What follows belongs to an exercise in optimizing a design on an open flow for small area and a short achievable clock period; a production flow would make more cautious choices.
No functional check of the RTL was part of any run shown here.

==> flow/design.v, too long to show whole: its modules and the start of the top module <==
// module iir_fa: 4 lines
// module iir_ha: 4 lines
// module iir_gp: 4 lines
// module iir_g: 3 lines
// module iir_gpn: 4 lines
// module iir_gn: 3 lines
// module iir_gpi: 4 lines
// module iir_gi: 3 lines
// module iir_nor: 3 lines
// module iir_nand: 3 lines
// module iir_andn: 3 lines
// module iir_gpa: 4 lines
// module iir_ga: 3 lines
// module iir_xo: 3 lines
// module iir_xn: 3 lines
// module iir_or: 3 lines
// module pipelined_iir: 11424 lines
module pipelined_iir(clk, reset, x, y);
  // ...
==> flow/flow/run.sh <==
#!/bin/bash
set -euo pipefail
export SETUP_SLACK_MARGIN=16
bash standard.sh MATCH_CELL_FOOTPRINT=0   finish > standard.log 2>&1
==> flow/standard.sh <==
#!/bin/bash
# synth_recipe.tcl (not shown) runs the flow's synth.tcl, then flattens the netlist and writes it again
# the make line also repeats each setting of config.mk as NAME=value (left out here)
make -C /OpenROAD-flow-scripts/flow DESIGN_CONFIG=/design/flow/config.mk WORK_HOME=/design/flow/orfs CLKGATE_MAP_FILE= SYNTH_SCRIPT=/design/flow/synth_recipe.tcl "${@:-finish}"
==> flow/config.mk <==
export PLATFORM = sky130hd
export DESIGN_NAME = pipelined_iir
export DESIGN_NICKNAME = pipelined_iir
export VERILOG_FILES = /design/flow/design.v
export SDC_FILE = /design/flow/constraint.sdc
export NUM_CORES = 8
export LEC_CHECK = 0
export CAP_MARGIN = 40
export CORE_MARGIN = 2
export CORE_UTILIZATION = 45
export PLACE_DENSITY = 0.75
export SLEW_MARGIN = 40
export SYNTH_HIERARCHICAL = 1
export SYNTH_MINIMUM_KEEP_SIZE = 0
==> flow/constraint.sdc <==
create_clock -name core_clock -period 32.0 [get_ports {clk}]
set_input_delay 6.4000 -clock core_clock [delete_from_list [all_inputs] [get_ports {clk}]]
set_output_delay 6.4000 -clock core_clock [all_outputs]
set_load 0.01 [all_outputs]
==> summary.txt, run 1 <==
Outcome -> no timing/DRC/antenna violations
DR WL met3 -> 85,530 um
Commonest cells after routing, fill and taps aside -> fa_1 (4,775), inv_1 (1,961), ha_1 (823), dfxtp_1 (788), buf_4 (542)
Synth Area in Simple Gates -> 4.152%
Comb_multi_in -> 8,118
Worst-path fanout max -> 7
Drt drc -> 0
Synth Area in XOR/XNOR -> 1.994%
Stages on the worst setup path -> 18
CP Class -> input pin to primary output
Synth Register Bits -> 829
Hold Crit Class -> flop to flop
Met3 GRT Util -> 17.20%
Compound-Gate Fraction of Synth Area -> 3.765%
Worst r2r src -> qr[5]$_SDFF_PP0_
DIE AREA -> 329,600 um2
Initial DRC Count -> 10.50k
Crit path from -> x[3]
Worst skew pair latency -> 0.87 ns
CTS H-tree lvls -> 3
Startpoint types -> input pin
Vias -> 95.13k
Via/cell ratio -> 5.899
Synth area leader -> fa_1
Hold_buf cts -> 0
Multiplexer share of the synthesized area -> 0%
Main synth FF type -> dfxtp_1
Setup violations, final -> 0
CTS Buf Count -> 108
Total negative slack -> 0 ns
Largest net degree at the start of global routing -> 120
==> run 2, diff against run 1 <==
--- a/flow/design.v
+++ b/flow/design.v
@@ -9724,201 +9724,175 @@
   wire n14644, n14645; iir_gpn un14644 (.gh(n14568), .ph(n14567), .gl(n14566), .pl(n14565), .g(n14644), .p(n14645));
   wire n14646, n14647; iir_gpn un14646 (.gh(n14572), .ph(n14571), .gl(n14570), .pl(n14569), .g(n14646), .p(n14647));
   wire n14648, n14649; iir_gpn un14648 (.gh(n14576), .ph(n14575), .gl(n14574), .pl(n14573), .g(n14648), .p(n14649));
   wire n14650, n14651; iir_gpn un14650 (.gh(n14580), .ph(n14579), .gl(n14578), .pl(n14577), .g(n14650), .p(n14651));
   wire n14652, n14653; iir_gpn un14652 (.gh(n14584), .ph(n14583), .gl(n14582), .pl(n14581), .g(n14652), .p(n14653));
   wire n14654, n14655; iir_gpn un14654 (.gh(n14588), .ph(n14587), .gl(n14586), .pl(n14585), .g(n14654), .p(n14655));
   wire n14656, n14657; iir_gpn un14656 (.gh(n14592), .ph(n14591), .gl(n14590), .pl(n14589), .g(n14656), .p(n14657));
   wire n14658, n14659; iir_gpn un14658 (.gh(n14596), .ph(n14595), .gl(n14594), .pl(n14593), .g(n14658), .p(n14659));
-  wire n14660 = ~n14597;
+  wire n14660; iir_g cn14660 (.gh(n14472), .ph(n14471), .gl(n14470), .g(n14660));
   wire n14661; iir_gn un14661 (.gh(n14474), .ph(n14473), .gl(n14660), .g(n14661));
   wire n14662; iir_gi un14662 (.gh(n14598), .ph(n14599), .gl(n14597), .g(n14662));
-  wire n14663 = ~n14600;
-  wire n14664 = ~n14601;
+  wire n14663, n14664; iir_gp cn14663 (.gh(n14480), .ph(n14479), .gl(n14478), .pl(n14477), .g(n14663), .p(n14664));
   wire n14665, n14666; iir_gpn un14665 (.gh(n14482), .ph(n14481), .gl(n14663), .pl(n14664), .g(n14665), .p(n14666));
   wire n14667, n14668; iir_gpi un14667 (.gh(n14602), .ph(n14603), .gl(n14600), .pl(n14601), .g(n14667), .p(n14668));
-  wire n14669 = ~n14604;
-  wire n14670 = ~n14605;
+  wire n14669, n14670; iir_gp cn14669 (.gh(n14488), .ph(n14487), .gl(n14486), .pl(n14485), .g(n14669), .p(n14670));
   wire n14671, n14672; iir_gpn un14671 (.gh(n14490), .ph(n14489), .gl(n14669), .pl(n14670), .g(n14671), .p(n14672));
   wire n14673, n14674; iir_gpi un14673 (.gh(n14606), .ph(n14607), .gl(n14604), .pl(n14605), .g(n14673), .p(n14674));
-  wire n14675 = ~n14608;
-  wire n14676 = ~n14609;
+  wire n14675, n14676; iir_gp cn14675 (.gh(n14496), .ph(n14495), .gl(n14494), .pl(n14493), .g(n14675), .p(n14676));
   wire n14677, n14678; iir_gpn un14677 (.gh(n14498), .ph(n14497), .gl(n14675), .pl(n14676), .g(n14677), .p(n14678));
   wire n14679, n14680; iir_gpi un14679 (.gh(n14610), .ph(n14611), .gl(n14608), .pl(n14609), .g(n14679), .p(n14680));
-  wire n14681 = ~n14612;
-  wire n14682 = ~n14613;
+  wire n14681, n14682; iir_gp cn14681 (.gh(n14504), .ph(n14503), .gl(n14502), .pl(n14501), .g(n14681), .p(n14682));
   wire n14683, n14684; iir_gpn un14683 (.gh(n14506), .ph(n14505), .gl(n14681), .pl(n14682), .g(n14683), .p(n14684));
   wire n14685, n14686; iir_gpi un14685 (.gh(n14614), .ph(n14615), .gl(n14612), .pl(n14613), .g(n14685), .p(n14686));
-  wire n14687 = ~n14616;
-  wire n14688 = ~n14617;
+  wire n14687, n14688; iir_gp cn14687 (.gh(n14512), .ph(n14511), .gl(n14510), .pl(n14509), .g(n14687), .p(n14688));
   wire n14689, n14690; iir_gpn un14689 (.gh(n14514), .ph(n14513), .gl(n14687), .pl(n14688), .g(n14689), .p(n14690));
   wire n14691, n14692; iir_gpi un14691 (.gh(n14618), .ph(n14619), .gl(n14616), .pl(n14617), .g(n14691), .p(n14692));
-  wire n14693 = ~n14620;
-  wire n14694 = ~n14621;
+  wire n14693, n14694; iir_gp cn14693 (.gh(n14520), .ph(n14519), .gl(n14518), .pl(n14517), .g(n14693), .p(n14694));
   wire n14695, n14696; iir_gpn un14695 (.gh(n14522), .ph(n14521), .gl(n14693), .pl(n14694), .g(n14695), .p(n14696));
   wire n14697, n14698; iir_gpi un14697 (.gh(n14622), .ph(n14623), .gl(n14620), .pl(n14621), .g(n14697), .p(n14698));
-  wire n14699 = ~n14624;
-  wire n14700 = ~n14625;
+  wire n14699, n14700; iir_gp cn14699 (.gh(n14528), .ph(n14527), .gl(n14526), .pl(n14525), .g(n14699), .p(n14700));
   wire n14701, n14702; iir_gpn un14701 (.gh(n14530), .ph(n14529), .gl(n14699), .pl(n14700), .g(n14701), .p(n14702));
   wire n14703, n14704; iir_gpi un14703 (.gh(n14626), .ph(n14627), .gl(n14624), .pl(n14625), .g(n14703), .p(n14704));
-  wire n14705 = ~n14628;
-  wire n14706 = ~n14629;
+  wire n14705, n14706; iir_gp cn14705 (.gh(n14536), .ph(n14535), .gl(n14534), .pl(n14533), .g(n14705), .p(n14706));
   wire n14707, n14708; iir_gpn un14707 (.gh(n14538), .ph(n14537), .gl(n14705), .pl(n14706), .g(n14707), .p(n14708));
   wire n14709, n14710; iir_gpi un14709 (.gh(n14630), .ph(n14631), .gl(n14628), .pl(n14629), .g(n14709), .p(n14710));
-  wire n14711 = ~n14632;
-  wire n14712 = ~n14633;
+  wire n14711, n14712; iir_gp cn14711 (.gh(n14544), .ph(n14543), .gl(n14542), .pl(n14541), .g(n14711), .p(n14712));
   wire n14713, n14714; iir_gpn un14713 (.gh(n14546), .ph(n14545), .gl(n14711), .pl(n14712), .g(n14713), .p(n14714));
   wire n14715, n14716; iir_gpi un14715 (.gh(n14634), .ph(n14635), .gl(n14632), .pl(n14633), .g(n14715), .p(n14716));
-  wire n14717 = ~n14636;
-  wire n14718 = ~n14637;
+  wire n14717, n14718; iir_gp cn14717 (.gh(n14552), .ph(n14551), .gl(n14550), .pl(n14549), .g(n14717), .p(n14718));
   wire n14719, n14720; iir_gpn un14719 (.gh(n14554), .ph(n14553), .gl(n14717), .pl(n14718), .g(n14719), .p(n14720));
   wire n14721, n14722; iir_gpi un14721 (.gh(n14638), .ph(n14639), .gl(n14636), .pl(n14637), .g(n14721), .p(n14722));
-  wire n14723 = ~n14640;
-  wire n14724 = ~n14641;
+  wire n14723, n14724; iir_gp cn14723 (.gh(n14560), .ph(n14559), .gl(n14558), .pl(n14557), .g(n14723), .p(n14724));
   wire n14725, n14726; iir_gpn un14725 (.gh(n14562), .ph(n14561), .gl(n14723), .pl(n14724), .g(n14725), .p(n14726));
   wire n14727, n14728; iir_gpi un14727 (.gh(n14642), .ph(n14643), .gl(n14640), .pl(n14641), .g(n14727), .p(n14728));
-  wire n14729 = ~n14644;
-  wire n14730 = ~n14645;
+  wire n14729, n14730; iir_gp cn14729 (.gh(n14568), .ph(n14567), .gl(n14566), .pl(n14565), .g(n14729), .p(n14730));
   wire n14731, n14732; iir_gpn un14731 (.gh(n14570), .ph(n14569), .gl(n14729), .pl(n14730), .g(n14731), .p(n14732));
   wire n14733, n14734; iir_gpi un14733 (.gh(n14646), .ph(n14647), .gl(n14644), .pl(n14645), .g(n14733), .p(n14734));
-  wire n14735 = ~n14648;
-  wire n14736 = ~n14649;
+  wire n14735, n14736; iir_gp cn14735 (.gh(n14576), .ph(n14575), .gl(n14574), .pl(n14573), .g(n14735), .p(n14736));
   wire n14737, n14738; iir_gpn un14737 (.gh(n14578), .ph(n14577), .gl(n14735), .pl(n14736), .g(n14737), .p(n14738));
   wire n14739, n14740; iir_gpi un14739 (.gh(n14650), .ph(n14651), .gl(n14648), .pl(n14649), .g(n14739), .p(n14740));
-  wire n14741 = ~n14652;
-  wire n14742 = ~n14653;
+  wire n14741, n14742; iir_gp cn14741 (.gh(n14584), .ph(n14583), .gl(n14582), .pl(n14581), .g(n14741), .p(n14742));
   wire n14743, n14744; iir_gpn un14743 (.gh(n14586), .ph(n14585), .gl(n14741), .pl(n14742), .g(n14743), .p(n14744));
   wire n14745, n14746; iir_gpi un14745 (.gh(n14654), .ph(n14655), .gl(n14652), .pl(n14653), .g(n14745), .p(n14746));
-  wire n14747 = ~n14656;
-  wire n14748 = ~n14657;
+  wire n14747, n14748; iir_gp cn14747 (.gh(n14592), .ph(n14591), .gl(n14590), .pl(n14589), .g(n14747), .p(n14748));
   wire n14749, n14750; iir_gpn un14749 (.gh(n14594), .ph(n14593), .gl(n14747), .pl(n14748), .g(n14749), .p(n14750));
   wire n14751, n14752; iir_gpi un14751 (.gh(n14658), .ph(n14659), .gl(n14656), .pl(n14657), .g(n14751), .p(n14752));
   wire n14753; iir_gn un14753 (.gh(n14478), .ph(n14477), .gl(n14662), .g(n14753));
-  wire n14754 = ~n14662;
+  wire n14754; iir_ga cn14754 (.gh(n14598), .ph(n14599), .gl(n14597), .g(n14754));
   wire n14755; iir_gi un14755 (.gh(n14600), .ph(n14601), .gl(n14754), .g(n14755));
   wire n14756; iir_gi un14756 (.gh(n14665), .ph(n14666), .gl(n14754), .g(n14756));
   wire n14757; iir_gn un14757 (.gh(n14667), .ph(n14668), .gl(n14662), .g(n14757));
   wire n14758, n14759; iir_gpn un14758 (.gh(n14494), .ph(n14493), .gl(n14673), .pl(n14674), .g(n14758), .p(n14759));
-  wire n14760 = ~n14673;
-  wire n14761 = ~n14674;
+  wire n14760, n14761; iir_gpa cn14760 (.gh(n14606), .ph(n14607), .gl(n14604), .pl(n14605), .g(n14760), .p(n14761));
   wire n14762, n14763; iir_gpi un14762 (.gh(n14608), .ph(n14609), .gl(n14760), .pl(n14761), .g(n14762), .p(n14763));
   wire n14764, n14765; iir_gpi un14764 (.gh(n14677), .ph(n14678), .gl(n14760), .pl(n14761), .g(n14764), .p(n14765));
   wire n14766, n14767; iir_gpn un14766 (.gh(n14679), .ph(n14680), .gl(n14673), .pl(n14674), .g(n14766), .p(n14767));
   wire n14768, n14769; iir_gpn un14768 (.gh(n14510), .ph(n14509), .gl(n14685), .pl(n14686), .g(n14768), .p(n14769));
-  wire n14770 = ~n14685;
-  wire n14771 = ~n14686;
+  wire n14770, n14771; iir_gpa cn14770 (.gh(n14614), .ph(n14615), .gl(n14612), .pl(n14613), .g(n14770), .p(n14771));
   wire n14772, n14773; iir_gpi un14772 (.gh(n14616), .ph(n14617), .gl(n14770), .pl(n14771), .g(n14772), .p(n14773));
   wire n14774, n14775; iir_gpi un14774 (.gh(n14689), .ph(n14690), .gl(n14770), .pl(n14771), .g(n14774), .p(n14775));
   wire n14776, n14777; iir_gpn un14776 (.gh(n14691), .ph(n14692), .gl(n14685), .pl(n14686), .g(n14776), .p(n14777));
   wire n14778, n14779; iir_gpn un14778 (.gh(n14526), .ph(n14525), .gl(n14697), .pl(n14698), .g(n14778), .p(n14779));
-  wire n14780 = ~n14697;
-  wire n14781 = ~n14698;
+  wire n14780, n14781; iir_gpa cn14780 (.gh(n14622), .ph(n14623), .gl(n14620), .pl(n14621), .g(n14780), .p(n14781));
   wire n14782, n14783; iir_gpi un14782 (.gh(n14624), .ph(n14625), .gl(n14780), .pl(n14781), .g(n14782), .p(n14783));
   wire n14784, n14785; iir_gpi un14784 (.gh(n14701), .ph(n14702), .gl(n14780), .pl(n14781), .g(n14784), .p(n14785));
   wire n14786, n14787; iir_gpn un14786 (.gh(n14703), .ph(n14704), .gl(n14697), .pl(n14698), .g(n14786), .p(n14787));
   wire n14788, n14789; iir_gpn un14788 (.gh(n14542), .ph(n14541), .gl(n14709), .pl(n14710), .g(n14788), .p(n14789));
-  wire n14790 = ~n14709;
-  wire n14791 = ~n14710;
+  wire n14790, n14791; iir_gpa cn14790 (.gh(n14630), .ph(n14631), .gl(n14628), .pl(n14629), .g(n14790), .p(n14791));
   wire n14792, n14793; iir_gpi un14792 (.gh(n14632), .ph(n14633), .gl(n14790), .pl(n14791), .g(n14792), .p(n14793));
   wire n14794, n14795; iir_gpi un14794 (.gh(n14713), .ph(n14714), .gl(n14790), .pl(n14791), .g(n14794), .p(n14795));
   wire n14796, n14797; iir_gpn un14796 (.gh(n14715), .ph(n14716), .gl(n14709), .pl(n14710), .g(n14796), .p(n14797));
   wire n14798, n14799; iir_gpn un14798 (.gh(n14558), .ph(n14557), .gl(n14721), .pl(n14722), .g(n14798), .p(n14799));
-  wire n14800 = ~n14721;
-  wire n14801 = ~n14722;
+  wire n14800, n14801; iir_gpa cn14800 (.gh(n14638), .ph(n14639), .gl(n14636), .pl(n14637), .g(n14800), .p(n14801));
   wire n14802, n14803; iir_gpi un14802 (.gh(n14640), .ph(n14641), .gl(n14800), .pl(n14801), .g(n14802), .p(n14803));
   wire n14804, n14805; iir_gpi un14804 (.gh(n14725), .ph(n14726), .gl(n14800), .pl(n14801), .g(n14804), .p(n14805));
   wire n14806, n14807; iir_gpn un14806 (.gh(n14727), .ph(n14728), .gl(n14721), .pl(n14722), .g(n14806), .p(n14807));
   wire n14808, n14809; iir_gpn un14808 (.gh(n14574), .ph(n14573), .gl(n14733), .pl(n14734), .g(n14808), .p(n14809));
-  wire n14810 = ~n14733;
-  wire n14811 = ~n14734;
+  wire n14810, n14811; iir_gpa cn14810 (.gh(n14646), .ph(n14647), .gl(n14644), .pl(n14645), .g(n14810), .p(n14811));
   wire n14812, n14813; iir_gpi un14812 (.gh(n14648), .ph(n14649), .gl(n14810), .pl(n14811), .g(n14812), .p(n14813));
   wire n14814, n14815; iir_gpi un14814 (.gh(n14737), .ph(n14738), .gl(n14810), .pl(n14811), .g(n14814), .p(n14815));
   wire n14816, n14817; iir_gpn un14816 (.gh(n14739), .ph(n14740), .gl(n14733), .pl(n14734), .g(n14816), .p(n14817));
   wire n14818, n14819; iir_gpn un14818 (.gh(n14590), .ph(n14589), .gl(n14745), .pl(n14746), .g(n14818), .p(n14819));
-  wire n14820 = ~n14745;
-  wire n14821 = ~n14746;
+  wire n14820, n14821; iir_gpa cn14820 (.gh(n14654), .ph(n14655), .gl(n14652), .pl(n14653), .g(n14820), .p(n14821));
   wire n14822, n14823; iir_gpi un14822 (.gh(n14656), .ph(n14657), .gl(n14820), .pl(n14821), .g(n14822), .p(n14823));
   wire n14824, n14825; iir_gpi un14824 (.gh(n14749), .ph(n14750), .gl(n14820), .pl(n14821), .g(n14824), .p(n14825));
   wire n14826, n14827; iir_gpn un14826 (.gh(n14751), .ph(n14752), .gl(n14745), .pl(n14746), .g(n14826), .p(n14827));
-  wire n14828 = ~n14757;
+  wire n14828; iir_g cn14828 (.gh(n14667), .ph(n14668), .gl(n14662), .g(n14828));
   wire n14829; iir_gn un14829 (.gh(n14486), .ph(n14485), .gl(n14828), .g(n14829));
   wire n14830; iir_gi un14830 (.gh(n14604), .ph(n14605), .gl(n14757), .g(n14830));
   wire n14831; iir_gi un14831 (.gh(n14671), .ph(n14672), .gl(n14757), .g(n14831));
   wire n14832; iir_gn un14832 (.gh(n14673), .ph(n14674), .gl(n14828), .g(n14832));
   wire n14833; iir_gi un14833 (.gh(n14758), .ph(n14759), .gl(n14757), .g(n14833));
   wire n14834; iir_gn un14834 (.gh(n14762), .ph(n14763), .gl(n14828), .g(n14834));
   wire n14835; iir_gn un14835 (.gh(n14764), .ph(n14765), .gl(n14828), .g(n14835));
   wire n14836; iir_gi un14836 (.gh(n14766), .ph(n14767), .gl(n14757), .g(n14836));
-  wire n14837 = ~n14776;
-  wire n14838 = ~n14777;
+  wire n14837, n14838; iir_gp cn14837 (.gh(n14691), .ph(n14692), .gl(n14685), .pl(n14686), .g(n14837), .p(n14838));
   wire n14839, n14840; iir_gpn un14839 (.gh(n14518), .ph(n14517), .gl(n14837), .pl(n14838), .g(n14839), .p(n14840));
   wire n14841, n14842; iir_gpi un14841 (.gh(n14620), .ph(n14621), .gl(n14776), .pl(n14777), .g(n14841), .p(n14842));
   wire n14843, n14844; iir_gpi un14843 (.gh(n14695), .ph(n14696), .gl(n14776), .pl(n14777), .g(n14843), .p(n14844));
   wire n14845, n14846; iir_gpn un14845 (.gh(n14697), .ph(n14698), .gl(n14837), .pl(n14838), .g(n14845), .p(n14846));
   wire n14847, n14848; iir_gpi un14847 (.gh(n14778), .ph(n14779), .gl(n14776), .pl(n14777), .g(n14847), .p(n14848));
   wire n14849, n14850; iir_gpn un14849 (.gh(n14782), .ph(n14783), .gl(n14837), .pl(n14838), .g(n14849), .p(n14850));
   wire n14851, n14852; iir_gpn un14851 (.gh(n14784), .ph(n14785), .gl(n14837), .pl(n14838), .g(n14851), .p(n14852));
   wire n14853, n14854; iir_gpi un14853 (.gh(n14786), .ph(n14787), .gl(n14776), .pl(n14777), .g(n14853), .p(n14854));
-  wire n14855 = ~n14796;
-  wire n14856 = ~n14797;
+  wire n14855, n14856; iir_gp cn14855 (.gh(n14715), .ph(n14716), .gl(n14709), .pl(n14710), .g(n14855), .p(n14856));
   wire n14857, n14858; iir_gpn un14857 (.gh(n14550), .ph(n14549), .gl(n14855), .pl(n14856), .g(n14857), .p(n14858));
   wire n14859, n14860; iir_gpi un14859 (.gh(n14636), .ph(n14637), .gl(n14796), .pl(n14797), .g(n14859), .p(n14860));
   wire n14861, n14862; iir_gpi un14861 (.gh(n14719), .ph(n14720), .gl(n14796), .pl(n14797), .g(n14861), .p(n14862));
   wire n14863, n14864; iir_gpn un14863 (.gh(n14721), .ph(n14722), .gl(n14855), .pl(n14856), .g(n14863), .p(n14864));
   wire n14865, n14866; iir_gpi un14865 (.gh(n14798), .ph(n14799), .gl(n14796), .pl(n14797), .g(n14865), .p(n14866));
   wire n14867, n14868; iir_gpn un14867 (.gh(n14802), .ph(n14803), .gl(n14855), .pl(n14856), .g(n14867), .p(n14868));
   wire n14869, n14870; iir_gpn un14869 (.gh(n14804), .ph(n14805), .gl(n14855), .pl(n14856), .g(n14869), .p(n14870));
   wire n14871, n14872; iir_gpi un14871 (.gh(n14806), .ph(n14807), .gl(n14796), .pl(n14797), .g(n14871), .p(n14872));
-  wire n14873 = ~n14816;
-  wire n14874 = ~n14817;
+  wire n14873, n14874; iir_gp cn14873 (.gh(n14739), .ph(n14740), .gl(n14733), .pl(n14734), .g(n14873), .p(n14874));
   wire n14875, n14876; iir_gpn un14875 (.gh(n14582), .ph(n14581), .gl(n14873), .pl(n14874), .g(n14875), .p(n14876));
   wire n14877, n14878; iir_gpi un14877 (.gh(n14652), .ph(n14653), .gl(n14816), .pl(n14817), .g(n14877), .p(n14878));
   wire n14879, n14880; iir_gpi un14879 (.gh(n14743), .ph(n14744), .gl(n14816), .pl(n14817), .g(n14879), .p(n14880));
   wire n14881, n14882; iir_gpn un14881 (.gh(n14745), .ph(n14746), .gl(n14873), .pl(n14874), .g(n14881), .p(n14882));
   wire n14883, n14884; iir_gpi un14883 (.gh(n14818), .ph(n14819), .gl(n14816), .pl(n14817), .g(n14883), .p(n14884));
   wire n14885, n14886; iir_gpn un14885 (.gh(n14822), .ph(n14823), .gl(n14873), .pl(n14874), .g(n14885), .p(n14886));
   wire n14887, n14888; iir_gpn un14887 (.gh(n14824), .ph(n14825), .gl(n14873), .pl(n14874), .g(n14887), .p(n14888));
   wire n14889, n14890; iir_gpi un14889 (.gh(n14826), .ph(n14827), .gl(n14816), .pl(n14817), .g(n14889), .p(n14890));
   wire n14891; iir_gn un14891 (.gh(n14502), .ph(n14501), .gl(n14836), .g(n14891));
-  wire n14892 = ~n14836;
+  wire n14892; iir_ga cn14892 (.gh(n14766), .ph(n14767), .gl(n14757), .g(n14892));
   wire n14893; iir_gi un14893 (.gh(n14612), .ph(n14613), .gl(n14892), .g(n14893));
   wire n14894; iir_gi un14894 (.gh(n14683), .ph(n14684), .gl(n14892), .g(n14894));
   wire n14895; iir_gn un14895 (.gh(n14685), .ph(n14686), .gl(n14836), .g(n14895));
   wire n14896; iir_gi un14896 (.gh(n14768), .ph(n14769), .gl(n14892), .g(n14896));
   wire n14897; iir_gn un14897 (.gh(n14772), .ph(n14773), .gl(n14836), .g(n14897));
   wire n14898; iir_gn un14898 (.gh(n14774), .ph(n14775), .gl(n14836), .g(n14898));
   wire n14899; iir_gi un14899 (.gh(n14776), .ph(n14777), .gl(n14892), .g(n14899));
   wire n14900; iir_gi un14900 (.gh(n14839), .ph(n14840), .gl(n14892), .g(n14900));
   wire n14901; iir_gn un14901 (.gh(n14841), .ph(n14842), .gl(n14836), .g(n14901));
   wire n14902; iir_gn un14902 (.gh(n14843), .ph(n14844), .gl(n14836), .g(n14902));
   wire n14903; iir_gi un14903 (.gh(n14845), .ph(n14846), .gl(n14892), .g(n14903));
   wire n14904; iir_gn un14904 (.gh(n14847), .ph(n14848), .gl(n14836), .g(n14904));
   wire n14905; iir_gi un14905 (.gh(n14849), .ph(n14850), .gl(n14892), .g(n14905));
   wire n14906; iir_gi un14906 (.gh(n14851), .ph(n14852), .gl(n14892), .g(n14906));
   wire n14907; iir_gn un14907 (.gh(n14853), .ph(n14854), .gl(n14836), .g(n14907));
   wire n14908, n14909; iir_gpn un14908 (.gh(n14566), .ph(n14565), .gl(n14871), .pl(n14872), .g(n14908), .p(n14909));
-  wire n14910 = ~n14871;
-  wire n14911 = ~n14872;
+  wire n14910, n14911; iir_gpa cn14910 (.gh(n14806), .ph(n14807), .gl(n14796), .pl(n14797), .g(n14910), .p(n14911));
   wire n14912, n14913; iir_gpi un14912 (.gh(n14644), .ph(n14645), .gl(n14910), .pl(n14911), .g(n14912), .p(n14913));
   wire n14914, n14915; iir_gpi un14914 (.gh(n14731), .ph(n14732), .gl(n14910), .pl(n14911), .g(n14914), .p(n14915));
   wire n14916, n14917; iir_gpn un14916 (.gh(n14733), .ph(n14734), .gl(n14871), .pl(n14872), .g(n14916), .p(n14917));
   wire n14918, n14919; iir_gpi un14918 (.gh(n14808), .ph(n14809), .gl(n14910), .pl(n14911), .g(n14918), .p(n14919));
   wire n14920, n14921; iir_gpn un14920 (.gh(n14812), .ph(n14813), .gl(n14871), .pl(n14872), .g(n14920), .p(n14921));
   wire n14922, n14923; iir_gpn un14922 (.gh(n14814), .ph(n14815), .gl(n14871), .pl(n14872), .g(n14922), .p(n14923));
   wire n14924, n14925; iir_gpi un14924 (.gh(n14816), .ph(n14817), .gl(n14910), .pl(n14911), .g(n14924), .p(n14925));
   wire n14926, n14927; iir_gpi un14926 (.gh(n14875), .ph(n14876), .gl(n14910), .pl(n14911), .g(n14926), .p(n14927));
   wire n14928, n14929; iir_gpn un14928 (.gh(n14877), .ph(n14878), .gl(n14871), .pl(n14872), .g(n14928), .p(n14929));
   wire n14930, n14931; iir_gpn un14930 (.gh(n14879), .ph(n14880), .gl(n14871), .pl(n14872), .g(n14930), .p(n14931));
   wire n14932, n14933; iir_gpi un14932 (.gh(n14881), .ph(n14882), .gl(n14910), .pl(n14911), .g(n14932), .p(n14933));
   wire n14934, n14935; iir_gpn un14934 (.gh(n14883), .ph(n14884), .gl(n14871), .pl(n14872), .g(n14934), .p(n14935));
   wire n14936, n14937; iir_gpi un14936 (.gh(n14885), .ph(n14886), .gl(n14910), .pl(n14911), .g(n14936), .p(n14937));
   wire n14938, n14939; iir_gpi un14938 (.gh(n14887), .ph(n14888), .gl(n14910), .pl(n14911), .g(n14938), .p(n14939));
   wire n14940, n14941; iir_gpn un14940 (.gh(n14889), .ph(n14890), .gl(n14871), .pl(n14872), .g(n14940), .p(n14941));
-  wire n14942 = ~n14907;
+  wire n14942; iir_g cn14942 (.gh(n14853), .ph(n14854), .gl(n14836), .g(n14942));
   wire n14943; iir_gn un14943 (.gh(n14534), .ph(n14533), .gl(n14942), .g(n14943));
   wire n14944; iir_gi un14944 (.gh(n14628), .ph(n14629), .gl(n14907), .g(n14944));
   wire n14945; iir_gi un14945 (.gh(n14707), .ph(n14708), .gl(n14907), .g(n14945));
   wire n14946; iir_gn un14946 (.gh(n14709), .ph(n14710), .gl(n14942), .g(n14946));
   wire n14947; iir_gi un14947 (.gh(n14788), .ph(n14789), .gl(n14907), .g(n14947));
   wire n14948; iir_gn un14948 (.gh(n14792), .ph(n14793), .gl(n14942), .g(n14948));
   wire n14949; iir_gn un14949 (.gh(n14794), .ph(n14795), .gl(n14942), .g(n14949));
   wire n14950; iir_gi un14950 (.gh(n14796), .ph(n14797), .gl(n14907), .g(n14950));
@@ -10338,201 +10312,175 @@
   wire n115673, n115674; iir_gpn un115673 (.gh(n115597), .ph(n115596), .gl(n115595), .pl(n115594), .g(n115673), .p(n115674));
   wire n115675, n115676; iir_gpn un115675 (.gh(n115601), .ph(n115600), .gl(n115599), .pl(n115598), .g(n115675), .p(n115676));
   wire n115677, n115678; iir_gpn un115677 (.gh(n115605), .ph(n115604), .gl(n115603), .pl(n115602), .g(n115677), .p(n115678));
   wire n115679, n115680; iir_gpn un115679 (.gh(n115609), .ph(n115608), .gl(n115607), .pl(n115606), .g(n115679), .p(n115680));
   wire n115681, n115682; iir_gpn un115681 (.gh(n115613), .ph(n115612), .gl(n115611), .pl(n115610), .g(n115681), .p(n115682));
   wire n115683, n115684; iir_gpn un115683 (.gh(n115617), .ph(n115616), .gl(n115615), .pl(n115614), .g(n115683), .p(n115684));
   wire n115685, n115686; iir_gpn un115685 (.gh(n115621), .ph(n115620), .gl(n115619), .pl(n115618), .g(n115685), .p(n115686));
   wire n115687, n115688; iir_gpn un115687 (.gh(n115625), .ph(n115624), .gl(n115623), .pl(n115622), .g(n115687), .p(n115688));
-  wire n115689 = ~n115626;
+  wire n115689; iir_g cn115689 (.gh(n115501), .ph(n115500), .gl(n115499), .g(n115689));
   wire n115690; iir_gn un115690 (.gh(n115503), .ph(n115502), .gl(n115689), .g(n115690));
   wire n115691; iir_gi un115691 (.gh(n115627), .ph(n115628), .gl(n115626), .g(n115691));
-  wire n115692 = ~n115629;
-  wire n115693 = ~n115630;
+  wire n115692, n115693; iir_gp cn115692 (.gh(n115509), .ph(n115508), .gl(n115507), .pl(n115506), .g(n115692), .p(n115693));
   wire n115694, n115695; iir_gpn un115694 (.gh(n115511), .ph(n115510), .gl(n115692), .pl(n115693), .g(n115694), .p(n115695));
   wire n115696, n115697; iir_gpi un115696 (.gh(n115631), .ph(n115632), .gl(n115629), .pl(n115630), .g(n115696), .p(n115697));
-  wire n115698 = ~n115633;
-  wire n115699 = ~n115634;
+  wire n115698, n115699; iir_gp cn115698 (.gh(n115517), .ph(n115516), .gl(n115515), .pl(n115514), .g(n115698), .p(n115699));
   wire n115700, n115701; iir_gpn un115700 (.gh(n115519), .ph(n115518), .gl(n115698), .pl(n115699), .g(n115700), .p(n115701));
   wire n115702, n115703; iir_gpi un115702 (.gh(n115635), .ph(n115636), .gl(n115633), .pl(n115634), .g(n115702), .p(n115703));
-  wire n115704 = ~n115637;
-  wire n115705 = ~n115638;
+  wire n115704, n115705; iir_gp cn115704 (.gh(n115525), .ph(n115524), .gl(n115523), .pl(n115522), .g(n115704), .p(n115705));
   wire n115706, n115707; iir_gpn un115706 (.gh(n115527), .ph(n115526), .gl(n115704), .pl(n115705), .g(n115706), .p(n115707));
   wire n115708, n115709; iir_gpi un115708 (.gh(n115639), .ph(n115640), .gl(n115637), .pl(n115638), .g(n115708), .p(n115709));
-  wire n115710 = ~n115641;
-  wire n115711 = ~n115642;
+  wire n115710, n115711; iir_gp cn115710 (.gh(n115533), .ph(n115532), .gl(n115531), .pl(n115530), .g(n115710), .p(n115711));
   wire n115712, n115713; iir_gpn un115712 (.gh(n115535), .ph(n115534), .gl(n115710), .pl(n115711), .g(n115712), .p(n115713));
   wire n115714, n115715; iir_gpi un115714 (.gh(n115643), .ph(n115644), .gl(n115641), .pl(n115642), .g(n115714), .p(n115715));
-  wire n115716 = ~n115645;
-  wire n115717 = ~n115646;
+  wire n115716, n115717; iir_gp cn115716 (.gh(n115541), .ph(n115540), .gl(n115539), .pl(n115538), .g(n115716), .p(n115717));
   wire n115718, n115719; iir_gpn un115718 (.gh(n115543), .ph(n115542), .gl(n115716), .pl(n115717), .g(n115718), .p(n115719));
   wire n115720, n115721; iir_gpi un115720 (.gh(n115647), .ph(n115648), .gl(n115645), .pl(n115646), .g(n115720), .p(n115721));
-  wire n115722 = ~n115649;
-  wire n115723 = ~n115650;
+  wire n115722, n115723; iir_gp cn115722 (.gh(n115549), .ph(n115548), .gl(n115547), .pl(n115546), .g(n115722), .p(n115723));
   wire n115724, n115725; iir_gpn un115724 (.gh(n115551), .ph(n115550), .gl(n115722), .pl(n115723), .g(n115724), .p(n115725));
   wire n115726, n115727; iir_gpi un115726 (.gh(n115651), .ph(n115652), .gl(n115649), .pl(n115650), .g(n115726), .p(n115727));
-  wire n115728 = ~n115653;
-  wire n115729 = ~n115654;
+  wire n115728, n115729; iir_gp cn115728 (.gh(n115557), .ph(n115556), .gl(n115555), .pl(n115554), .g(n115728), .p(n115729));
   wire n115730, n115731; iir_gpn un115730 (.gh(n115559), .ph(n115558), .gl(n115728), .pl(n115729), .g(n115730), .p(n115731));
   wire n115732, n115733; iir_gpi un115732 (.gh(n115655), .ph(n115656), .gl(n115653), .pl(n115654), .g(n115732), .p(n115733));
-  wire n115734 = ~n115657;
-  wire n115735 = ~n115658;
+  wire n115734, n115735; iir_gp cn115734 (.gh(n115565), .ph(n115564), .gl(n115563), .pl(n115562), .g(n115734), .p(n115735));
   wire n115736, n115737; iir_gpn un115736 (.gh(n115567), .ph(n115566), .gl(n115734), .pl(n115735), .g(n115736), .p(n115737));
   wire n115738, n115739; iir_gpi un115738 (.gh(n115659), .ph(n115660), .gl(n115657), .pl(n115658), .g(n115738), .p(n115739));
-  wire n115740 = ~n115661;
-  wire n115741 = ~n115662;
+  wire n115740, n115741; iir_gp cn115740 (.gh(n115573), .ph(n115572), .gl(n115571), .pl(n115570), .g(n115740), .p(n115741));
   wire n115742, n115743; iir_gpn un115742 (.gh(n115575), .ph(n115574), .gl(n115740), .pl(n115741), .g(n115742), .p(n115743));
   wire n115744, n115745; iir_gpi un115744 (.gh(n115663), .ph(n115664), .gl(n115661), .pl(n115662), .g(n115744), .p(n115745));
-  wire n115746 = ~n115665;
-  wire n115747 = ~n115666;
+  wire n115746, n115747; iir_gp cn115746 (.gh(n115581), .ph(n115580), .gl(n115579), .pl(n115578), .g(n115746), .p(n115747));
   wire n115748, n115749; iir_gpn un115748 (.gh(n115583), .ph(n115582), .gl(n115746), .pl(n115747), .g(n115748), .p(n115749));
   wire n115750, n115751; iir_gpi un115750 (.gh(n115667), .ph(n115668), .gl(n115665), .pl(n115666), .g(n115750), .p(n115751));
-  wire n115752 = ~n115669;
-  wire n115753 = ~n115670;
+  wire n115752, n115753; iir_gp cn115752 (.gh(n115589), .ph(n115588), .gl(n115587), .pl(n115586), .g(n115752), .p(n115753));
   wire n115754, n115755; iir_gpn un115754 (.gh(n115591), .ph(n115590), .gl(n115752), .pl(n115753), .g(n115754), .p(n115755));
   wire n115756, n115757; iir_gpi un115756 (.gh(n115671), .ph(n115672), .gl(n115669), .pl(n115670), .g(n115756), .p(n115757));
-  wire n115758 = ~n115673;
-  wire n115759 = ~n115674;
+  wire n115758, n115759; iir_gp cn115758 (.gh(n115597), .ph(n115596), .gl(n115595), .pl(n115594), .g(n115758), .p(n115759));
   wire n115760, n115761; iir_gpn un115760 (.gh(n115599), .ph(n115598), .gl(n115758), .pl(n115759), .g(n115760), .p(n115761));
   wire n115762, n115763; iir_gpi un115762 (.gh(n115675), .ph(n115676), .gl(n115673), .pl(n115674), .g(n115762), .p(n115763));
-  wire n115764 = ~n115677;
-  wire n115765 = ~n115678;
+  wire n115764, n115765; iir_gp cn115764 (.gh(n115605), .ph(n115604), .gl(n115603), .pl(n115602), .g(n115764), .p(n115765));
   wire n115766, n115767; iir_gpn un115766 (.gh(n115607), .ph(n115606), .gl(n115764), .pl(n115765), .g(n115766), .p(n115767));
   wire n115768, n115769; iir_gpi un115768 (.gh(n115679), .ph(n115680), .gl(n115677), .pl(n115678), .g(n115768), .p(n115769));
-  wire n115770 = ~n115681;
-  wire n115771 = ~n115682;
+  wire n115770, n115771; iir_gp cn115770 (.gh(n115613), .ph(n115612), .gl(n115611), .pl(n115610), .g(n115770), .p(n115771));
   wire n115772, n115773; iir_gpn un115772 (.gh(n115615), .ph(n115614), .gl(n115770), .pl(n115771), .g(n115772), .p(n115773));
   wire n115774, n115775; iir_gpi un115774 (.gh(n115683), .ph(n115684), .gl(n115681), .pl(n115682), .g(n115774), .p(n115775));
-  wire n115776 = ~n115685;
-  wire n115777 = ~n115686;
+  wire n115776, n115777; iir_gp cn115776 (.gh(n115621), .ph(n115620), .gl(n115619), .pl(n115618), .g(n115776), .p(n115777));
   wire n115778, n115779; iir_gpn un115778 (.gh(n115623), .ph(n115622), .gl(n115776), .pl(n115777), .g(n115778), .p(n115779));
   wire n115780, n115781; iir_gpi un115780 (.gh(n115687), .ph(n115688), .gl(n115685), .pl(n115686), .g(n115780), .p(n115781));
   wire n115782; iir_gn un115782 (.gh(n115507), .ph(n115506), .gl(n115691), .g(n115782));
-  wire n115783 = ~n115691;
+  wire n115783; iir_ga cn115783 (.gh(n115627), .ph(n115628), .gl(n115626), .g(n115783));
   wire n115784; iir_gi un115784 (.gh(n115629), .ph(n115630), .gl(n115783), .g(n115784));
   wire n115785; iir_gi un115785 (.gh(n115694), .ph(n115695), .gl(n115783), .g(n115785));
   wire n115786; iir_gn un115786 (.gh(n115696), .ph(n115697), .gl(n115691), .g(n115786));
   wire n115787, n115788; iir_gpn un115787 (.gh(n115523), .ph(n115522), .gl(n115702), .pl(n115703), .g(n115787), .p(n115788));
-  wire n115789 = ~n115702;
-  wire n115790 = ~n115703;
+  wire n115789, n115790; iir_gpa cn115789 (.gh(n115635), .ph(n115636), .gl(n115633), .pl(n115634), .g(n115789), .p(n115790));
   wire n115791, n115792; iir_gpi un115791 (.gh(n115637), .ph(n115638), .gl(n115789), .pl(n115790), .g(n115791), .p(n115792));
   wire n115793, n115794; iir_gpi un115793 (.gh(n115706), .ph(n115707), .gl(n115789), .pl(n115790), .g(n115793), .p(n115794));
   wire n115795, n115796; iir_gpn un115795 (.gh(n115708), .ph(n115709), .gl(n115702), .pl(n115703), .g(n115795), .p(n115796));
   wire n115797, n115798; iir_gpn un115797 (.gh(n115539), .ph(n115538), .gl(n115714), .pl(n115715), .g(n115797), .p(n115798));
-  wire n115799 = ~n115714;
-  wire n115800 = ~n115715;
+  wire n115799, n115800; iir_gpa cn115799 (.gh(n115643), .ph(n115644), .gl(n115641), .pl(n115642), .g(n115799), .p(n115800));
   wire n115801, n115802; iir_gpi un115801 (.gh(n115645), .ph(n115646), .gl(n115799), .pl(n115800), .g(n115801), .p(n115802));
   wire n115803, n115804; iir_gpi un115803 (.gh(n115718), .ph(n115719), .gl(n115799), .pl(n115800), .g(n115803), .p(n115804));
   wire n115805, n115806; iir_gpn un115805 (.gh(n115720), .ph(n115721), .gl(n115714), .pl(n115715), .g(n115805), .p(n115806));
   wire n115807, n115808; iir_gpn un115807 (.gh(n115555), .ph(n115554), .gl(n115726), .pl(n115727), .g(n115807), .p(n115808));
-  wire n115809 = ~n115726;
-  wire n115810 = ~n115727;
+  wire n115809, n115810; iir_gpa cn115809 (.gh(n115651), .ph(n115652), .gl(n115649), .pl(n115650), .g(n115809), .p(n115810));
   wire n115811, n115812; iir_gpi un115811 (.gh(n115653), .ph(n115654), .gl(n115809), .pl(n115810), .g(n115811), .p(n115812));
   wire n115813, n115814; iir_gpi un115813 (.gh(n115730), .ph(n115731), .gl(n115809), .pl(n115810), .g(n115813), .p(n115814));
   wire n115815, n115816; iir_gpn un115815 (.gh(n115732), .ph(n115733), .gl(n115726), .pl(n115727), .g(n115815), .p(n115816));
   wire n115817, n115818; iir_gpn un115817 (.gh(n115571), .ph(n115570), .gl(n115738), .pl(n115739), .g(n115817), .p(n115818));
-  wire n115819 = ~n115738;
-  wire n115820 = ~n115739;
+  wire n115819, n115820; iir_gpa cn115819 (.gh(n115659), .ph(n115660), .gl(n115657), .pl(n115658), .g(n115819), .p(n115820));
   wire n115821, n115822; iir_gpi un115821 (.gh(n115661), .ph(n115662), .gl(n115819), .pl(n115820), .g(n115821), .p(n115822));
   wire n115823, n115824; iir_gpi un115823 (.gh(n115742), .ph(n115743), .gl(n115819), .pl(n115820), .g(n115823), .p(n115824));
   wire n115825, n115826; iir_gpn un115825 (.gh(n115744), .ph(n115745), .gl(n115738), .pl(n115739), .g(n115825), .p(n115826));
   wire n115827, n115828; iir_gpn un115827 (.gh(n115587), .ph(n115586), .gl(n115750), .pl(n115751), .g(n115827), .p(n115828));
-  wire n115829 = ~n115750;
-  wire n115830 = ~n115751;
+  wire n115829, n115830; iir_gpa cn115829 (.gh(n115667), .ph(n115668), .gl(n115665), .pl(n115666), .g(n115829), .p(n115830));
   wire n115831, n115832; iir_gpi un115831 (.gh(n115669), .ph(n115670), .gl(n115829), .pl(n115830), .g(n115831), .p(n115832));
   wire n115833, n115834; iir_gpi un115833 (.gh(n115754), .ph(n115755), .gl(n115829), .pl(n115830), .g(n115833), .p(n115834));
   wire n115835, n115836; iir_gpn un115835 (.gh(n115756), .ph(n115757), .gl(n115750), .pl(n115751), .g(n115835), .p(n115836));
   wire n115837, n115838; iir_gpn un115837 (.gh(n115603), .ph(n115602), .gl(n115762), .pl(n115763), .g(n115837), .p(n115838));
-  wire n115839 = ~n115762;
-  wire n115840 = ~n115763;
+  wire n115839, n115840; iir_gpa cn115839 (.gh(n115675), .ph(n115676), .gl(n115673), .pl(n115674), .g(n115839), .p(n115840));
   wire n115841, n115842; iir_gpi un115841 (.gh(n115677), .ph(n115678), .gl(n115839), .pl(n115840), .g(n115841), .p(n115842));
   wire n115843, n115844; iir_gpi un115843 (.gh(n115766), .ph(n115767), .gl(n115839), .pl(n115840), .g(n115843), .p(n115844));
   wire n115845, n115846; iir_gpn un115845 (.gh(n115768), .ph(n115769), .gl(n115762), .pl(n115763), .g(n115845), .p(n115846));
   wire n115847, n115848; iir_gpn un115847 (.gh(n115619), .ph(n115618), .gl(n115774), .pl(n115775), .g(n115847), .p(n115848));
-  wire n115849 = ~n115774;
-  wire n115850 = ~n115775;
+  wire n115849, n115850; iir_gpa cn115849 (.gh(n115683), .ph(n115684), .gl(n115681), .pl(n115682), .g(n115849), .p(n115850));
   wire n115851, n115852; iir_gpi un115851 (.gh(n115685), .ph(n115686), .gl(n115849), .pl(n115850), .g(n115851), .p(n115852));
   wire n115853, n115854; iir_gpi un115853 (.gh(n115778), .ph(n115779), .gl(n115849), .pl(n115850), .g(n115853), .p(n115854));
   wire n115855, n115856; iir_gpn un115855 (.gh(n115780), .ph(n115781), .gl(n115774), .pl(n115775), .g(n115855), .p(n115856));
-  wire n115857 = ~n115786;
+  wire n115857; iir_g cn115857 (.gh(n115696), .ph(n115697), .gl(n115691), .g(n115857));
   wire n115858; iir_gn un115858 (.gh(n115515), .ph(n115514), .gl(n115857), .g(n115858));
   wire n115859; iir_gi un115859 (.gh(n115633), .ph(n115634), .gl(n115786), .g(n115859));
   wire n115860; iir_gi un115860 (.gh(n115700), .ph(n115701), .gl(n115786), .g(n115860));
   wire n115861; iir_gn un115861 (.gh(n115702), .ph(n115703), .gl(n115857), .g(n115861));
   wire n115862; iir_gi un115862 (.gh(n115787), .ph(n115788), .gl(n115786), .g(n115862));
   wire n115863; iir_gn un115863 (.gh(n115791), .ph(n115792), .gl(n115857), .g(n115863));
   wire n115864; iir_gn un115864 (.gh(n115793), .ph(n115794), .gl(n115857), .g(n115864));
   wire n115865; iir_gi un115865 (.gh(n115795), .ph(n115796), .gl(n115786), .g(n115865));
-  wire n115866 = ~n115805;
-  wire n115867 = ~n115806;
+  wire n115866, n115867; iir_gp cn115866 (.gh(n115720), .ph(n115721), .gl(n115714), .pl(n115715), .g(n115866), .p(n115867));
   wire n115868, n115869; iir_gpn un115868 (.gh(n115547), .ph(n115546), .gl(n115866), .pl(n115867), .g(n115868), .p(n115869));
   wire n115870, n115871; iir_gpi un115870 (.gh(n115649), .ph(n115650), .gl(n115805), .pl(n115806), .g(n115870), .p(n115871));
   wire n115872, n115873; iir_gpi un115872 (.gh(n115724), .ph(n115725), .gl(n115805), .pl(n115806), .g(n115872), .p(n115873));
   wire n115874, n115875; iir_gpn un115874 (.gh(n115726), .ph(n115727), .gl(n115866), .pl(n115867), .g(n115874), .p(n115875));
   wire n115876, n115877; iir_gpi un115876 (.gh(n115807), .ph(n115808), .gl(n115805), .pl(n115806), .g(n115876), .p(n115877));
   wire n115878, n115879; iir_gpn un115878 (.gh(n115811), .ph(n115812), .gl(n115866), .pl(n115867), .g(n115878), .p(n115879));
   wire n115880, n115881; iir_gpn un115880 (.gh(n115813), .ph(n115814), .gl(n115866), .pl(n115867), .g(n115880), .p(n115881));
   wire n115882, n115883; iir_gpi un115882 (.gh(n115815), .ph(n115816), .gl(n115805), .pl(n115806), .g(n115882), .p(n115883));
-  wire n115884 = ~n115825;
-  wire n115885 = ~n115826;
+  wire n115884, n115885; iir_gp cn115884 (.gh(n115744), .ph(n115745), .gl(n115738), .pl(n115739), .g(n115884), .p(n115885));
   wire n115886, n115887; iir_gpn un115886 (.gh(n115579), .ph(n115578), .gl(n115884), .pl(n115885), .g(n115886), .p(n115887));
   wire n115888, n115889; iir_gpi un115888 (.gh(n115665), .ph(n115666), .gl(n115825), .pl(n115826), .g(n115888), .p(n115889));
   wire n115890, n115891; iir_gpi un115890 (.gh(n115748), .ph(n115749), .gl(n115825), .pl(n115826), .g(n115890), .p(n115891));
   wire n115892, n115893; iir_gpn un115892 (.gh(n115750), .ph(n115751), .gl(n115884), .pl(n115885), .g(n115892), .p(n115893));
   wire n115894, n115895; iir_gpi un115894 (.gh(n115827), .ph(n115828), .gl(n115825), .pl(n115826), .g(n115894), .p(n115895));
   wire n115896, n115897; iir_gpn un115896 (.gh(n115831), .ph(n115832), .gl(n115884), .pl(n115885), .g(n115896), .p(n115897));
   wire n115898, n115899; iir_gpn un115898 (.gh(n115833), .ph(n115834), .gl(n115884), .pl(n115885), .g(n115898), .p(n115899));
   wire n115900, n115901; iir_gpi un115900 (.gh(n115835), .ph(n115836), .gl(n115825), .pl(n115826), .g(n115900), .p(n115901));
-  wire n115902 = ~n115845;
-  wire n115903 = ~n115846;
+  wire n115902, n115903; iir_gp cn115902 (.gh(n115768), .ph(n115769), .gl(n115762), .pl(n115763), .g(n115902), .p(n115903));
   wire n115904, n115905; iir_gpn un115904 (.gh(n115611), .ph(n115610), .gl(n115902), .pl(n115903), .g(n115904), .p(n115905));
   wire n115906, n115907; iir_gpi un115906 (.gh(n115681), .ph(n115682), .gl(n115845), .pl(n115846), .g(n115906), .p(n115907));
   wire n115908, n115909; iir_gpi un115908 (.gh(n115772), .ph(n115773), .gl(n115845), .pl(n115846), .g(n115908), .p(n115909));
   wire n115910, n115911; iir_gpn un115910 (.gh(n115774), .ph(n115775), .gl(n115902), .pl(n115903), .g(n115910), .p(n115911));
   wire n115912, n115913; iir_gpi un115912 (.gh(n115847), .ph(n115848), .gl(n115845), .pl(n115846), .g(n115912), .p(n115913));
   wire n115914, n115915; iir_gpn un115914 (.gh(n115851), .ph(n115852), .gl(n115902), .pl(n115903), .g(n115914), .p(n115915));
   wire n115916, n115917; iir_gpn un115916 (.gh(n115853), .ph(n115854), .gl(n115902), .pl(n115903), .g(n115916), .p(n115917));
   wire n115918, n115919; iir_gpi un115918 (.gh(n115855), .ph(n115856), .gl(n115845), .pl(n115846), .g(n115918), .p(n115919));
   wire n115920; iir_gn un115920 (.gh(n115531), .ph(n115530), .gl(n115865), .g(n115920));
-  wire n115921 = ~n115865;
+  wire n115921; iir_ga cn115921 (.gh(n115795), .ph(n115796), .gl(n115786), .g(n115921));
   wire n115922; iir_gi un115922 (.gh(n115641), .ph(n115642), .gl(n115921), .g(n115922));
   wire n115923; iir_gi un115923 (.gh(n115712), .ph(n115713), .gl(n115921), .g(n115923));
   wire n115924; iir_gn un115924 (.gh(n115714), .ph(n115715), .gl(n115865), .g(n115924));
   wire n115925; iir_gi un115925 (.gh(n115797), .ph(n115798), .gl(n115921), .g(n115925));
   wire n115926; iir_gn un115926 (.gh(n115801), .ph(n115802), .gl(n115865), .g(n115926));
   wire n115927; iir_gn un115927 (.gh(n115803), .ph(n115804), .gl(n115865), .g(n115927));
   wire n115928; iir_gi un115928 (.gh(n115805), .ph(n115806), .gl(n115921), .g(n115928));
   wire n115929; iir_gi un115929 (.gh(n115868), .ph(n115869), .gl(n115921), .g(n115929));
   wire n115930; iir_gn un115930 (.gh(n115870), .ph(n115871), .gl(n115865), .g(n115930));
   wire n115931; iir_gn un115931 (.gh(n115872), .ph(n115873), .gl(n115865), .g(n115931));
   wire n115932; iir_gi un115932 (.gh(n115874), .ph(n115875), .gl(n115921), .g(n115932));
   wire n115933; iir_gn un115933 (.gh(n115876), .ph(n115877), .gl(n115865), .g(n115933));
   wire n115934; iir_gi un115934 (.gh(n115878), .ph(n115879), .gl(n115921), .g(n115934));
   wire n115935; iir_gi un115935 (.gh(n115880), .ph(n115881), .gl(n115921), .g(n115935));
   wire n115936; iir_gn un115936 (.gh(n115882), .ph(n115883), .gl(n115865), .g(n115936));
   wire n115937, n115938; iir_gpn un115937 (.gh(n115595), .ph(n115594), .gl(n115900), .pl(n115901), .g(n115937), .p(n115938));
-  wire n115939 = ~n115900;
-  wire n115940 = ~n115901;
+  wire n115939, n115940; iir_gpa cn115939 (.gh(n115835), .ph(n115836), .gl(n115825), .pl(n115826), .g(n115939), .p(n115940));
   wire n115941, n115942; iir_gpi un115941 (.gh(n115673), .ph(n115674), .gl(n115939), .pl(n115940), .g(n115941), .p(n115942));
   wire n115943, n115944; iir_gpi un115943 (.gh(n115760), .ph(n115761), .gl(n115939), .pl(n115940), .g(n115943), .p(n115944));
   wire n115945, n115946; iir_gpn un115945 (.gh(n115762), .ph(n115763), .gl(n115900), .pl(n115901), .g(n115945), .p(n115946));
   wire n115947, n115948; iir_gpi un115947 (.gh(n115837), .ph(n115838), .gl(n115939), .pl(n115940), .g(n115947), .p(n115948));
   wire n115949, n115950; iir_gpn un115949 (.gh(n115841), .ph(n115842), .gl(n115900), .pl(n115901), .g(n115949), .p(n115950));
   wire n115951, n115952; iir_gpn un115951 (.gh(n115843), .ph(n115844), .gl(n115900), .pl(n115901), .g(n115951), .p(n115952));
   wire n115953, n115954; iir_gpi un115953 (.gh(n115845), .ph(n115846), .gl(n115939), .pl(n115940), .g(n115953), .p(n115954));
   wire n115955, n115956; iir_gpi un115955 (.gh(n115904), .ph(n115905), .gl(n115939), .pl(n115940), .g(n115955), .p(n115956));
   wire n115957, n115958; iir_gpn un115957 (.gh(n115906), .ph(n115907), .gl(n115900), .pl(n115901), .g(n115957), .p(n115958));
   wire n115959, n115960; iir_gpn un115959 (.gh(n115908), .ph(n115909), .gl(n115900), .pl(n115901), .g(n115959), .p(n115960));
   wire n115961, n115962; iir_gpi un115961 (.gh(n115910), .ph(n115911), .gl(n115939), .pl(n115940), .g(n115961), .p(n115962));
   wire n115963, n115964; iir_gpn un115963 (.gh(n115912), .ph(n115913), .gl(n115900), .pl(n115901), .g(n115963), .p(n115964));
   wire n115965, n115966; iir_gpi un115965 (.gh(n115914), .ph(n115915), .gl(n115939), .pl(n115940), .g(n115965), .p(n115966));
   wire n115967, n115968; iir_gpi un115967 (.gh(n115916), .ph(n115917), .gl(n115939), .pl(n115940), .g(n115967), .p(n115968));
   wire n115969, n115970; iir_gpn un115969 (.gh(n115918), .ph(n115919), .gl(n115900), .pl(n115901), .g(n115969), .p(n115970));
-  wire n115971 = ~n115936;
+  wire n115971; iir_g cn115971 (.gh(n115882), .ph(n115883), .gl(n115865), .g(n115971));
   wire n115972; iir_gn un115972 (.gh(n115563), .ph(n115562), .gl(n115971), .g(n115972));
   wire n115973; iir_gi un115973 (.gh(n115657), .ph(n115658), .gl(n115936), .g(n115973));
   wire n115974; iir_gi un115974 (.gh(n115736), .ph(n115737), .gl(n115936), .g(n115974));
   wire n115975; iir_gn un115975 (.gh(n115738), .ph(n115739), .gl(n115971), .g(n115975));
   wire n115976; iir_gi un115976 (.gh(n115817), .ph(n115818), .gl(n115936), .g(n115976));
   wire n115977; iir_gn un115977 (.gh(n115821), .ph(n115822), .gl(n115971), .g(n115977));
   wire n115978; iir_gn un115978 (.gh(n115823), .ph(n115824), .gl(n115971), .g(n115978));
   wire n115979; iir_gi un115979 (.gh(n115825), .ph(n115826), .gl(n115936), .g(n115979));
==> flow/config.mk (replaced) <==
export PLATFORM = sky130hd
export DESIGN_NAME = pipelined_iir
export DESIGN_NICKNAME = pipelined_iir
export VERILOG_FILES = /design/flow/design.v
export SDC_FILE = /design/flow/constraint.sdc
export NUM_CORES = 8
export LEC_CHECK = 0
export CAP_MARGIN = 40
export CORE_MARGIN = 2
export CORE_UTILIZATION = 45
export GPL_TIMING_DRIVEN = 0
export PLACE_DENSITY = 0.75
export SLEW_MARGIN = 40
export SYNTH_HIERARCHICAL = 1
export SYNTH_MINIMUM_KEEP_SIZE = 0
==> run 2 against run 1 <==
Effect of this change: hold slack better by 0.0022 ns; routed wire length up 5.9%; die area up 0.24%; clock skew up 0.013 ns; largest cell class unchanged; register-to-register slack better by 0.37 ns; highest routed layer unchanged; global-route usage up 1.8 points.
==> summary.txt, run 2 <==
Fmax -> 57.13 MHz
Synth Area in Simple Gates -> 4.384% (+0.23 points)
Startpoint types -> input pin
# placed instances -> 15.92k
CP Class -> input pin to primary output
CP arrival -> 11.11 ns
Initial Util -> 45.22%
Input/output buffers -> 65
DRT Pass-1 Iters -> 12
Final core occ -> 52.70%
CTS H-tree lvls -> 3 (unchanged)
Hold_sp -> w7[2]$_DFF_P_
Gr usage total -> 37.12%
Syn Inst Count -> 10.98k
Setup violations, final -> 0 (unchanged)
Area of the mapped netlist -> 146,600 um2
Placed cell areas -> 163,300 um2
CP endpoint kind -> primary output
Post-Layout Inst Area -> 170,900 um2
Number of global-route vias before repair -> 109.9k
Clk slew on worst S/H paths -> 0.06 ns
Proportion of layout cells with a drive suffix above 1 -> 16.42%
CTS Buf Count -> 103 (-4.6%)
Synth area leader -> fa_1
Hold Crit Class -> flop to flop
Met1 usage -> 40.91%
GR Overflow Total -> 0
Commonest cells after routing, fill and taps aside -> fa_1 (4,738), inv_1 (1,777), ha_1 (819), dfxtp_1 (753), nand2_1 (511)
Fin cells -> 16.35k
Vias -> 98.61k (+3.7%)
R2R setup slack -> 16.62 ns
Via/cell ratio -> 6.030 (+2.2%)
GPL Wtd Cong -> 1.047
Largest family of logic cells by synthesized area -> adder cells
Drt drc -> 0 (unchanged)
Unrepaired setup endpoints after global routing -> yes
Syn. warnings -> 7
Wire per inst -> 36.12 um
WHS -> 0.3659 ns
R2r endpoint -> s1[63]$_DFF_P_
Root buf cell -> clkbuf_16
Most common cell after layout, fill and taps aside -> fa_1
DP HPWL -> 463,600 um
Slew Limit Fails -> 0
Fin nets -> 17.62k
Final hold viol count -> 0
Initial antenna violation count -> 35
Most frequent cells after synthesis -> fa_1 (4,831), inv_1 (1,884), ha_1 (853)
Fill count -> 25.89k
Main synth FF type -> dfxtp_1
Synth Register Bits -> 829 (unchanged)
Max_slew headroom -> 32.38%
Clock Path Buffers -> 3
Storage element area -> 16,870 um2
Measured slew at the worst slew-check pin -> 1.007 ns
Met3 GRT Util -> 21.78% (+4.6 points)
TritonCTS clock tree -> built
Total Wirelength -> 590,700 um
Final ANT Viol Nets -> 0
Outcome -> no timing/DRC/antenna violations
Core Box Area -> 324,300 um2
# IOs -> 66
Clk sink count -> 829
Yosys top cell area share -> 65.96%
Die Ht -> 574.8 um
Maxcap violations -> 0
Multiplexer share of the synthesized area -> 0% (unchanged)
WHS Endpoint -> w6[2]$_DFF_P_
Synth-to-layout area growth -> 16.56%
DIE AREA -> 330,400 um2 (+0.24%)
Seq/Total Area, Yosys -> 11.32%
Asr flop ratio synth -> 0%
Period utilisation layout -> 54.70%
Synth cell types -> 71
Num rows -> 209
Worst reg2reg path depth -> 43
Post-synth EDFFs -> 0
Initial DRC Count -> 12.30k (+17%)
Busiest grt layer -> met2
Worst Skew -> 0.08761 ns
Synth Area in Adders -> 73.24%
Worst skew pair latency -> 0.85 ns (-0.02 ns)
Hold path depth -> 1
Die width -> 574.8 um
Worst r2r src -> qr[1]$_SDFF_PP0_
Required time of the critical path -> 25.60 ns
Syn Area/Cell -> 13.35 um2
First-pass GRT wire length -> 835,100 um
Met2 Use GR -> 49.76%
Fin crit period -> 17.51 ns
Multi-input combinational cell area -> 126,800 um2
Top post-synthesis cells by area -> fa_1 (66%), dfxtp_1 (11%), ha_1 (7.3%), inv_1 (4.8%), nand2_1 (1.4%)
Compound-Gate Fraction of Synth Area -> 4.006% (+0.24 points)
Synth Area in XOR/XNOR -> 1.989% (-0.0049 points)
Most common cell in the netlist -> fa_1
Largest net degree at the start of global routing -> 66 (-45%)
Worst-path fanout max -> 7 (unchanged)
==> run 2: changes by cell type after synthesis, sizes merged, moves of 5 or more <==
cell,delta
inv,-97
a21o,+32
and2,+32
o21a,+21
or2,+15
nor2,+6
nand2b,-5
==> run 2: routing by layer <==
| layer | vias to the layer above | part of all wire (%) |
|---|---|---|
| met5 | - | 0.21 |
| met4 | 39 | 13 |
| met3 | 3437 | 17 |
| met2 | 8655 | 40 |
| met1 | 51564 | 30 |
| li1 | 34914 | - |
==> run 2: cells by family (layout without fill, tap and decap cells) <==
family	after synthesis	in the layout
buffers and inverters	1942	2933
AOI/OAI and AO/OA	789	790
and+or+nand+nor	1404	1404
other	1	56
adders and majority gates	5684	5684
xor gates and xnor gates	333	333
DFF	829	829
==> run 2: what timing repair did <==
action                                  CTS  global route
buffers inserted                        121            66
pin swaps                               127           111
hold buffers                              0             0
endpoints found under the setup margin   53            48
gates resized for setup                 364           107
cloned                                    5             4
==> run 2: cell type report <==
type,count,area share (%)
multi-input cells,8226,74.21
flip-flops and latches,829,9.872
repair buffers,797,6.026
inverters,1888,4.185
well taps,4325,3.167
clock buffers,145,1.792
clock inverters,49,0.4203
plain buffers,54,0.2650
diodes,41,0.06004
==> run 2: per-stage QoR <==
| step | worst slack (ns) | TNS, ns |
|---|---|---|
| 2_1_floorplan | 15.70 | 0 |
| 3_3_place_gp | -7.828 | -1959.63 |
| 3_5_place_dp | 13.08 | 0 |
| 4_1_cts | 14.62 | 0 |
| 5_1_grt | 14.44 | 0 |
| 6_report | 14.49 | 0 |
==> run 2: critical path: stages <==
cell and delay (ns):
buf_12 0.14, buf_16 0.16, fa_2 0.39, fa_1 0.47, fa_1 0.49, fa_1 0.57, ha_4 0.24, buf_12 0.13
a21oi_4 0.17, o21ai_4 0.08, a21oi_4 0.20, o21ai_4 0.09, buf_6 0.12, a21oi_4 0.13, buf_12 0.14, buf_12 0.13
buf_4 0.12, o21ai_4 0.07, xor2_4 0.56, buf_6 0.18, buf_6 0.09
==> run 2: how the worst max path moves through the flow <==
| stage | cells after the start | slack, ns | startpoint | to |
|---|---|---|---|---|
| after floorplan | 13 | 15.70 | x[4] | y[26] |
| after global routing | 20 | 14.44 | x[12] | y[29] |
| final | 21 | 14.49 | x[12] | y[21] |
| after global placement | 4 | -7.83 | reset | w7[24]$_DFF_P_ |
| after CTS | 20 | 14.62 | x[12] | y[15] |
| after detailed placement | 17 | 13.08 | x[31] | y[30] |
==> run 2: Yosys stat by module, one instance, submodules excluded, excerpt <==
module,flip-flops and latches,copies in the design,cells inside,cell area (um2)
iir_xo,0,15,1,8.758
iir_or,0,70,1,6.256
iir_nor,0,356,1,3.754
iir_gp,0,32,2,13.76
iir_gi,0,53,1,5.005
iir_gpi,0,92,2,12.51
iir_andn,0,39,1,13.76
iir_fa,0,4680,1,20.02
pipelined_iir,829,1,4183,37320
iir_gn,0,57,1,8.758

## separate check: timing with driven ports
The flow's constraints put no driver on any port. The routed layouts listed below were extracted and timed again, unchanged, in two steps. Step 1 sets driving cells, clkbuf_16 on the clock port and buf_2 on the other inputs (assumed; they add their load-dependent delay and slew). Step 2, shift: input delay + t, output delay - t, t = (earliest + latest rising clock arrival at the registers) / 2. This alone moves slack from input paths to output paths. Three values: no drivers, after step 1, after step 2; two values: the first two.
run	t, ns	setup WS [ns]	hold slack, ns	worst setup path at the end	cell pins on the clock port's net
run 1	0.926	15.007 / 14.940 / 14.940	0.364 / 0.364 / 0.364	input to output	1
run 2	0.907	14.495 / 14.213 / 14.213	0.366 / 0.366 / 0.366	input to output	1
After both steps every run listed still meets setup and hold. For run 2, which loses most, drivers alone change the setup slack by -0.282 ns; drivers and shift together by -0.282 ns.
